What follows belongs to an exercise in optimizing a design on an open flow for small area and a short achievable clock period; a production flow would make more cautious choices.
Where RTL was checked, it was by simulation tests only, not by an equivalence proof against the original.
No activity file was given, so power comes from the tool's default toggle rates.

==> flow/design.v <==
module ELM_log(
    input  [12:0] a,
    output [3:0]  k,
    output [4:0]  f
    );
    wire n3 = a[12];
    wire n2 = ~n3 & (|a[11:8]);
    wire n1 = ~n3 & ~(|a[11:8]) & (|a[7:4]);
    wire n0 = ~n3 & ~(|a[11:4]);
    assign k[3] = n3 | n2;
    assign k[2] = n3 | n1;
    wire [20:0] e = {3'b0, a, 5'b0};
    wire [8:0] g = ({9{n0}} & e[8:0]) | ({9{n1}} & e[12:4])
                 | ({9{n2}} & e[16:8]) | ({9{n3}} & e[20:12]);
    wire l3 = g[8];
    wire l2 = ~g[8] & g[7];
    wire l1 = ~g[8] & ~g[7] & g[6];
    wire l0 = ~g[8] & ~g[7] & ~g[6];
    assign k[1] = l3 | l2;
    assign k[0] = l3 | l1;
    assign f = ({5{l0}} & g[4:0]) | ({5{l1}} & g[5:1])
             | ({5{l2}} & g[6:2]) | ({5{l3}} & g[7:3]);
endmodule
module ELM_add #(parameter W = 18) (
    input  [W-1:0] a,
    input  [W-1:0] b,
    input          ci,
    output [W-1:0] s
    );
    wire [W-1:0] p0 = a ^ b;
    wire [W-1:0] g0 = a & b;
    wire [W-1:0] g [0:5];
    wire [W-1:0] p [0:5];
    assign g[0] = {g0[W-1:1], g0[0] | (p0[0] & ci)};
    assign p[0] = p0;
    genvar l, i;
    generate
        for (l = 0; l < 5; l = l + 1) begin : g_lvl
            for (i = 0; i < W; i = i + 1) begin : g_bit
                if ((i >> l) & 1) begin : g_op
                    localparam integer J = ((i >> l) << l) - 1;
                    assign g[l+1][i] = g[l][i] | (p[l][i] & g[l][J]);
                    assign p[l+1][i] = p[l][i] & p[l][J];
                end else begin : g_pass
                    assign g[l+1][i] = g[l][i];
                    assign p[l+1][i] = p[l][i];
                end
            end
        end
    endgenerate
    assign s = p0 ^ {g[5][W-2:0], ci};
endmodule
module ELM_front(
    input  [15:0] x,
    input  [15:0] y,
    output [17:0] h,       
    output        yneg,    
    output [4:0]  ksum,    
    output [5:0]  m,       
    output        sn       
    );
    wire xone = x[14] ^ x[13];
    wire xtwo = ~xone & (x[15] ^ x[14]);
    wire xneg = x[15] & (xone | xtwo);
    wire [17:0] ys = {y[15], y[15], y};
    wire [17:0] pp2 = (({18{xone}} & ys) | ({18{xtwo}} & {ys[16:0], 1'b0})) ^ {18{xneg}};
    wire yone = y[14] ^ y[13];
    wire ytwo = ~yone & (y[15] ^ y[14]);
    assign yneg = y[15] & (yone | ytwo);
    wire [17:0] xs = {{4{x[13]}}, x[13:0]};
    wire [17:0] pp1 = (({18{yone}} & xs) | ({18{ytwo}} & {xs[16:0], 1'b0})) ^ {18{yneg}};
    ELM_add #(18) add_h(.a(pp2), .b(pp1), .ci(xneg), .s(h));
    wire [12:0] ax = x[12:0] ^ {13{x[13]}};
    wire [12:0] ay = y[12:0] ^ {13{y[13]}};
    wire [3:0] kx, ky;
    wire [4:0] fx, fy;
    ELM_log log_x(.a(ax), .k(kx), .f(fx));
    ELM_log log_y(.a(ay), .k(ky), .f(fy));
    wire nz = (x[13] | (|x[7:0])) & (y[13] | (|y[7:0]));
    wire [4:0] kk = kx + ky;
    assign ksum = kk | {5{~nz}};
    assign sn = nz & (x[13] ^ y[13]);
    assign m = fx + fy;
endmodule
module ELM_back(
    input  [17:0] h,
    input         yneg,
    input  [4:0]  ksum,
    input  [5:0]  m,
    input         sn,
    output [31:0] p
    );
    wire [5:0] v = {1'b1, m[4:0]};
    wire [2:0] tf = ksum[1:0] + m[5];
    wire [9:0] u = {4'b0, v} << tf;
    wire [7:0] oq;
    genvar i, j;
    generate
        for (i = 0; i < 8; i = i + 1) begin : g_oq
            assign oq[i] = (ksum[4:2] == i) && (i < 7);
        end
    endgenerate
    wire [27:0] a;
    generate
        for (j = 0; j < 28; j = j + 1) begin : g_a
            wire [6:0] t;
            for (i = 0; i < 7; i = i + 1) begin : g_t
                if (j + 5 - 4 * i >= 0 && j + 5 - 4 * i <= 9) begin : g_on
                    assign t[i] = u[j+5-4*i] & oq[i];
                end else begin : g_off
                    assign t[i] = 1'b0;
                end
            end
            assign a[j] = |t;
        end
    endgenerate
    wire [27:0] pp0 = a ^ {28{sn}};
    assign p[13:0] = pp0[13:0] - yneg;
    wire c14 = yneg & (|pp0[13:0]);
    ELM_add #(18) add_p(.a(h), .b({{4{sn}}, pp0[27:14]}), .ci(c14), .s(p[31:14]));
endmodule
module ELM_Mitchw6(
    input [15:0] x,
    input [15:0] y,
    output [31:0] p
    );
    wire [17:0] h;
    wire yneg, sn;
    wire [4:0] ksum;
    wire [5:0] m;
    ELM_front front(.x(x), .y(y), .h(h), .yneg(yneg), .ksum(ksum), .m(m), .sn(sn));
    ELM_back back(.h(h), .yneg(yneg), .ksum(ksum), .m(m), .sn(sn), .p(p));
endmodule
module mult_top(
    input clk,
    input  [15:0] x,
    input  [15:0] y,
    output reg [31:0] p_out
    );
    wire [17:0] h_d;
    wire yneg_d, sn_d;
    wire [4:0] ksum_d;
    wire [5:0] m_d;
    ELM_front front(.x(x), .y(y), .h(h_d), .yneg(yneg_d), .ksum(ksum_d),
                    .m(m_d), .sn(sn_d));
    reg [17:0] h_q;
    reg yneg_q, sn_q;
    reg [4:0] ksum_q;
    reg [5:0] m_q;
    wire [31:0] P_vec;
    ELM_back back(.h(h_q), .yneg(yneg_q), .ksum(ksum_q), .m(m_q),
                  .sn(sn_q), .p(P_vec));
    always @(posedge clk)
    begin
        h_q <= h_d;
        yneg_q <= yneg_d;
        ksum_q <= ksum_d;
        m_q <= m_d;
        sn_q <= sn_d;
        p_out <= P_vec;
    end
endmodule
Settings: LEC_CHECK=0, ABC_AREA=1, CAP_MARGIN=20, CORE_MARGIN=2, CORE_UTILIZATION=40, CTS_BUF_LIST=sky130_fd_sc_hd__clkbuf_4, CTS_CLUSTER_SIZE=6, SETUP_SLACK_MARGIN=3.3, SLEW_MARGIN=20; clock period 7.0 ns.
standard.sh (not shown) runs the stock make flow with config.mk's settings and CLKGATE_MAP_FILE= SYNTH_SCRIPT=/design/flow/synth_recipe.tcl, a recipe that flattens the netlist after the stock synthesis.
==> flow/flow/run.sh <==
#!/bin/bash
# Standard layout, with two changes passed to the ORFS make run:
#  - no full/half adder cell extraction in synthesis (ABC maps the adders),
#  - port buffers made from the smallest buffer cell.
export ADDER_MAP_FILE=
export BUFFER_PORTS_ARGS="-buffer_cell sky130_fd_sc_hd__buf_1"
bash standard.sh > standard.log 2>&1
Next try:
--- a/flow/design.v
+++ b/flow/design.v
@@ -17,12 +17,40 @@
     wire l1 = ~g[8] & ~g[7] & g[6];
     wire l0 = ~g[8] & ~g[7] & ~g[6];
     assign k[1] = l3 | l2;
     assign k[0] = l3 | l1;
     assign f = ({5{l0}} & g[4:0]) | ({5{l1}} & g[5:1])
              | ({5{l2}} & g[6:2]) | ({5{l3}} & g[7:3]);
+endmodule
+module ELM_add_ks #(parameter W = 18) (
+    input  [W-1:0] a,
+    input  [W-1:0] b,
+    input          ci,
+    output [W-1:0] s
+    );
+    wire [W-1:0] p0 = a ^ b;
+    wire [W-1:0] g0 = a & b;
+    wire [W-1:0] g [0:5];
+    wire [W-1:0] p [0:5];
+    assign g[0] = {g0[W-1:1], g0[0] | (p0[0] & ci)};
+    assign p[0] = p0;
+    genvar l, i;
+    generate
+        for (l = 0; l < 5; l = l + 1) begin : g_lvl
+            for (i = 0; i < W; i = i + 1) begin : g_bit
+                if (i >= (1 << l)) begin : g_op
+                    assign g[l+1][i] = g[l][i] | (p[l][i] & g[l][i-(1<<l)]);
+                    assign p[l+1][i] = p[l][i] & p[l][i-(1<<l)];
+                end else begin : g_pass
+                    assign g[l+1][i] = g[l][i];
+                    assign p[l+1][i] = p[l][i];
+                end
+            end
+        end
+    endgenerate
+    assign s = p0 ^ {g[5][W-2:0], ci};
 endmodule
 module ELM_add #(parameter W = 18) (
     input  [W-1:0] a,
     input  [W-1:0] b,
     input          ci,
     output [W-1:0] s
@@ -66,13 +94,13 @@
     wire [17:0] pp2 = (({18{xone}} & ys) | ({18{xtwo}} & {ys[16:0], 1'b0})) ^ {18{xneg}};
     wire yone = y[14] ^ y[13];
     wire ytwo = ~yone & (y[15] ^ y[14]);
     assign yneg = y[15] & (yone | ytwo);
     wire [17:0] xs = {{4{x[13]}}, x[13:0]};
     wire [17:0] pp1 = (({18{yone}} & xs) | ({18{ytwo}} & {xs[16:0], 1'b0})) ^ {18{yneg}};
-    ELM_add #(18) add_h(.a(pp2), .b(pp1), .ci(xneg), .s(h));
+    ELM_add_ks #(18) add_h(.a(pp2), .b(pp1), .ci(xneg), .s(h));
     wire [12:0] ax = x[12:0] ^ {13{x[13]}};
     wire [12:0] ay = y[12:0] ^ {13{y[13]}};
     wire [3:0] kx, ky;
     wire [4:0] fx, fy;
     ELM_log log_x(.a(ax), .k(kx), .f(fx));
     ELM_log log_y(.a(ay), .k(ky), .f(fy));
@@ -87,15 +115,14 @@
     input         yneg,
     input  [4:0]  ksum,
     input  [5:0]  m,
     input         sn,
     output [31:0] p
     );
-    wire [5:0] v = {1'b1, m[4:0]};
-    wire [2:0] tf = ksum[1:0] + m[5];
-    wire [9:0] u = {4'b0, v} << tf;
+    wire [6:0] w = m[5] ? {1'b1, m[4:0], 1'b0} : {1'b0, 1'b1, m[4:0]};
+    wire [9:0] u = {3'b0, w} << ksum[1:0];
     wire [7:0] oq;
     genvar i, j;
     generate
         for (i = 0; i < 8; i = i + 1) begin : g_oq
             assign oq[i] = (ksum[4:2] == i) && (i < 7);
         end
After rerunning:
- die area is higher by 1.1%
- final area rose by 3.3%
- final cell count goes up by 2.2%
- via count goes up by 2.2%
- sequential power increases by about 0.7%
- setup slack is worse by 32 ps
No run of this note included a check of the RTL's function; only the layout flow was run.

* * *

rev 12:
Another version of the RTL of mult_top (not shown whole).
For scale: roughly 1100 cells after synthesis, roughly 63 flip-flops, roughly 65 I/O pins, roughly 0.0068 mm² of cells after synthesis.
==> module ELM_add, before the edit <==
module ELM_add #(parameter W = 18) (
    input  [W-1:0] a,
    input  [W-1:0] b,
    input          ci,
    output [W-1:0] s
    );
    wire [W-1:0] p0 = a ^ b;
    wire [W-1:0] g0 = a & b;
    wire [W-1:0] g [0:5];
    wire [W-1:0] p [0:5];
    assign g[0] = {g0[W-1:1], g0[0] | (p0[0] & ci)};
    assign p[0] = p0;
    genvar l, i;
    generate
        for (l = 0; l < 5; l = l + 1) begin : g_lvl
            for (i = 0; i < W; i = i + 1) begin : g_bit
                if (i >= (1 << l)) begin : g_op
                    assign g[l+1][i] = g[l][i] | (p[l][i] & g[l][i-(1<<l)]);
                    assign p[l+1][i] = p[l][i] & p[l][i-(1<<l)];
                end else begin : g_pass
                    assign g[l+1][i] = g[l][i];
                    assign p[l+1][i] = p[l][i];
                end
            end
        end
    endgenerate
    assign s = p0 ^ {g[5][W-2:0], ci};
endmodule
export LEC_CHECK = 0
export ABC_AREA = 1
export CAP_MARGIN = 20
export CORE_MARGIN = 2
export CORE_UTILIZATION = 40
export CTS_BUF_LIST = sky130_fd_sc_hd__clkbuf_8
export SETUP_SLACK_MARGIN = 3.3
export SLEW_MARGIN = 20
create_clock -name core_clock -period 7.0 [get_ports {clk}]
Scripts as last shown in full above: flow/flow/run.sh
#### Input delta (rev 13 over rev 12)
-- flow/design.v --
<<< rev 12, line 50
        for (l = 0; l < 5; l = l + 1) begin : g_lvl
            for (i = 0; i < W; i = i + 1) begin : g_bit
                if (i >= (1 << l)) begin : g_op
                    assign g[l+1][i] = g[l][i] | (p[l][i] & g[l][i-(1<<l)]);
                    assign p[l+1][i] = p[l][i] & p[l][i-(1<<l)];
                end else begin : g_pass
                    assign g[l+1][i] = g[l][i];
>>> rev 13, line 50
        for (l = 0; l < 5; l = l + 1) begin : g_lvl
            for (i = 0; i < W; i = i + 1) begin : g_bit
                if ((i >> l) & 1) begin : g_op
                    localparam integer J = ((i >> l) << l) - 1;
                    assign g[l+1][i] = g[l][i] | (p[l][i] & g[l][J]);
                    assign p[l+1][i] = p[l][i] & p[l][J];
                end else begin : g_pass
                    assign g[l+1][i] = g[l][i];
[summary]
- Going from rev 12 to rev 13, the worst stage delay on the critical path was found to have gone up by 0.07 ns.
- The higher worst reg-to-reg path cell count came out of rev 13.
- The final reports for rev 13 and rev 12 show setup slack of the critical path after layout lower in the former.
- Per the comparison of rev 13 with rev 12, total power consumption of the routed design lower, die area has decreased.
- Rev 13 against rev 12; first-pass GRT wire length is down by more than 10%.
- Rev 12 -> rev 13: cell count decreased by a few percent
- [rev 13 vs rev 12] cell row count: lower in rev 13
- [compare] base=rev 12 new=rev 13: internal power consumption -6.2%, number of DRC violations after detailed-routing iteration 0 +5.4%.
Function not checked in rev 13: the RTL went through the layout flow alone.

==> re-timing with driven ports <==
Ports are ideal in the flow. The routed layouts listed here were re-timed in OpenROAD. Step 1 assumes that a clkbuf_16 drives the clock port and a buf_2 every other input. Step 2 adds t to the input delays and takes it off the output delays; t is the mean of the earliest and latest rising clock arrival at the registers after step 1. Input paths then give back, and output paths get back, about the clock's delay inside the block. Slacks: ideal ports / drivers / drivers and shift; pairs: ideal ports / drivers.
run | t, ns | setup WS [ns] | latest minus earliest clock arrival (ns) | worst register clock-pin slew, ns
the first run of note 1 | 0.430 | 3.440 / 3.451 / 3.021 | 0.020 / 0.020 | 0.11 / 0.11
the second run of note 1 | 0.442 | 3.408 / 3.416 / 2.974 | 0.024 / 0.023 | 0.12 / 0.12
rev 12 | 0.380 | 3.461 / 3.474 / 3.094 | 0.011 / 0.011 | 0.07 / 0.07
rev 13 | 0.378 | 3.458 / 3.471 / 3.093 | 0.012 / 0.013 | 0.08 / 0.08
After both steps setup and hold are still met in every run listed. The setup slack of the second run of note 1, which loses most, moves by +0.008 ns with the drivers and by -0.434 ns with both steps.
